Source: an optimization exercise on an open RTL-to-GDS flow (aim: small area, a short achievable clock period and few clock cycles per item). Production flows keep margins and buffers that such runs may drop. In this exercise RTL edits were held to simulation tests only and were not proved equivalent to the original. Power and IR drop assume default switching activity.

// fir_top
module fir_top (
    input         clk,
    input         rst,
    input         coef_we,
    input  [2:0]  coef_addr,
    input  [15:0] coef_data,
    input         x_valid,
    output        x_ready,
    input  [15:0] x_in,
    output        y_valid,
    output [31:0] y
);
Size: roughly 300 flip-flops, ~32000 um2 of cells after synthesis.
==> flow/config.mk <==
export PLATFORM = sky130hd
export DESIGN_NAME = fir_top
export DESIGN_NICKNAME = fir_top
export VERILOG_FILES = /design/flow/design.v
export SDC_FILE = /design/flow/constraint.sdc
export NUM_CORES = 4
export LEC_CHECK = 0
export CAP_MARGIN = 20
export CELL_PAD_IN_SITES_DETAIL_PLACEMENT = 1
export CELL_PAD_IN_SITES_GLOBAL_PLACEMENT = 1
export CORE_MARGIN = 2
export CORE_UTILIZATION = 40
export PLACE_DENSITY = 0.45
export SLEW_MARGIN = 20
export SYNTH_HIERARCHICAL = 1
export SYNTH_MINIMUM_KEEP_SIZE = 0
==> flow/constraint.sdc <==
create_clock -name core_clock -period 33.0 [get_ports {clk}]
set_input_delay 6.6000 -clock core_clock [delete_from_list [all_inputs] [get_ports {clk}]]
set_output_delay 6.6000 -clock core_clock [all_outputs]
set_load 0.01 [all_outputs]
standard.sh (not shown) runs the stock make flow with config.mk's settings and CLKGATE_MAP_FILE= SYNTH_SCRIPT=/design/flow/synth_recipe.tcl, a recipe that flattens the netlist after the stock synthesis.
==> flow/flow/run.sh <==
#!/bin/bash
# Standard layout (the standard.sh, unchanged synthesis), with two
# changes to how it is made:
#  - ports are buffered with buf_2 instead of the default port buffer cell;
set -euo pipefail
MARGIN=25.4
bash standard.sh \
  "BUFFER_PORTS_ARGS=-buffer_cell sky130_fd_sc_hd__buf_2" \
  "SETUP_SLACK_MARGIN=$MARGIN" \
  "SKIP_GATE_CLONING=1" \
  finish > standard_flow.log 2>&1
The starting point produced a clean layout.
Testbench counts at the start, summed over its fixed seeds: cycles 8,256, items 8,192.
Edit:
==> flow/flow/run.sh (replaced) <==
#!/bin/bash
# Standard layout (the standard.sh, unchanged synthesis), with these
# changes to how it is made:
#  - ports are buffered with buf_2 instead of the default port buffer cell;
#  - global routing leaves more of met1 free (flow/fastroute.tcl);
#  - clock tree synthesis as ORFS runs it, but without dummy loads.
# Each tool's output is in orfs/logs/; make's own output is in
# standard_flow.log.
set -euo pipefail
MARGIN=25.4
bash standard.sh \
  "BUFFER_PORTS_ARGS=-buffer_cell sky130_fd_sc_hd__buf_2" \
  "SETUP_SLACK_MARGIN=$MARGIN" \
  "SKIP_GATE_CLONING=1" \
  "FASTROUTE_TCL=$PWD/flow/fastroute.tcl" \
  "CTS_ARGS=-sink_clustering_enable -repair_clock_nets -dont_use_dummy_load" \
  finish > standard_flow.log 2>&1
==> flow/flow/fastroute.tcl (new file) <==
# Global routing setup: as the platform's fastroute.tcl, but met1 keeps
# more of its capacity free (the cell pins crowd it), so global routes
# move up to met2/met3 and the detailed router has fewer met1 conflicts.
set_global_routing_layer_adjustment met1 0.5
set_global_routing_layer_adjustment met2-met5 0.2

set_routing_layers -clock met3-met5
set_routing_layers -signal met1-met5
- CELL_PAD_IN_SITES_DETAIL_PLACEMENT: 1 -> not set
- CELL_PAD_IN_SITES_GLOBAL_PLACEMENT: 1 -> not set
- PLACE_DENSITY: 0.45 -> not set
Total power drops by a few percent.
First-iteration DRC count came out lower by a quarter to a third.
Die area is unchanged.
Synthesized cell count is unchanged.
Design area fell slightly.
Count of clock-buffer cells in the layout drops by 16.
Setup slack gains 0.015 ns.
Edit:
==> flow/flow/run.sh (replaced) <==
#!/bin/bash
# Standard layout (the standard.sh, unchanged synthesis), with two
# changes to how it is made:
#  - ports are buffered with buf_2 instead of the default port buffer cell;
set -euo pipefail
MARGIN=25.4
bash standard.sh \
  "BUFFER_PORTS_ARGS=-buffer_cell sky130_fd_sc_hd__buf_2" \
  "SETUP_SLACK_MARGIN=$MARGIN" \
  "SKIP_GATE_CLONING=1" \
  finish > standard_flow.log 2>&1
removed: flow/flow/fastroute.tcl
After rerunning:
- The new run finished clean
- global-route usage drops by 6.8 points
- power climbs by about 0.65%
- setup slack improved by 0.0033 ns
- utilization rises by 0.24 points
- non-clock buffer count goes down by 10
- wire length goes down by 2.4%
- count of clock-buffer cells in the layout goes up by 16
- fmax is about the same
- sequential power went up by about 3%
- cell count increases by 0.57%
Edit:
==> flow/flow/run.sh (replaced) <==
#!/bin/bash
# Standard layout (the standard.sh, unchanged synthesis), with these
# changes to how it is made:
#  - ports are buffered with buf_2 instead of the default port buffer cell;
#  - global routing leaves more of met1 free (flow/fastroute.tcl).
# Each tool's output is in orfs/logs/; make's own output is in
# standard_flow.log.
set -euo pipefail
MARGIN=25.4
bash standard.sh \
  "BUFFER_PORTS_ARGS=-buffer_cell sky130_fd_sc_hd__buf_2" \
  "SETUP_SLACK_MARGIN=$MARGIN" \
  "SKIP_GATE_CLONING=1" \
  "FASTROUTE_TCL=$PWD/flow/fastroute.tcl" \
  finish > standard_flow.log 2>&1
==> flow/flow/fastroute.tcl (new file) <==
# Global routing setup: as the platform's fastroute.tcl, but met1 keeps
# more of its capacity free (the cell pins crowd it), so global routes
# move up to met2/met3 and the detailed router has fewer met1 conflicts.
set_global_routing_layer_adjustment met1 0.5
set_global_routing_layer_adjustment met2-met5 0.2

set_routing_layers -clock met3-met5
set_routing_layers -signal met1-met5
- CELL_PAD_IN_SITES_DETAIL_PLACEMENT: not set -> 1
- CELL_PAD_IN_SITES_GLOBAL_PLACEMENT: not set -> 1
- CTS_CLUSTER_DIAMETER: not set -> 80
- CTS_CLUSTER_SIZE: not set -> 25
- PLACE_DENSITY: not set -> 0.45
The new run went through all stages and came out clean.
Power is higher by 3.9%.
Critical path depth stays the same.
Core utilization stays flat.
Cell area barely changes.
Sequential cell count stays the same.
Setup slack loses 0.065 ns.
Clock skew stays flat.
Die area is unchanged.
Routed wire length is higher by 6.6%.
Count of clock-buffer cells in the layout is lower by 22.
Via count is lower by 0.66%.

-- afterwards: timing with drivers on the ports --
The flow's constraints put no driver on any port. The routed layouts listed below were extracted and timed again, unchanged, in two steps. Step 1: set_driving_cell puts a clkbuf_16 on clk and a buf_2 on each other input, an assumption about the parent block. Step 2 also shifts input and output timing later by t, the mid clock arrival at the registers, as if the neighbouring blocks saw the same clock. Slacks: ideal / step 1 / step 2; pairs: ideal / step 1.
run	shift t [ns]	setup WS [ns]	hold WS [ns]	worst setup path at the end
the first run	0.659	25.372 / 25.302 / 25.512	0.544 / 0.544 / 0.544	register to register
the second run	0.641	25.386 / 25.310 / 25.462	0.544 / 0.544 / 0.544	register to register
the third run	0.657	25.390 / 25.315 / 25.618	0.552 / 0.552 / 0.552	register to register
the fourth run	0.701	25.325 / 25.252 / 25.405	0.564 / 0.564 / 0.564	register to register
After both steps every run listed still meets setup and hold.
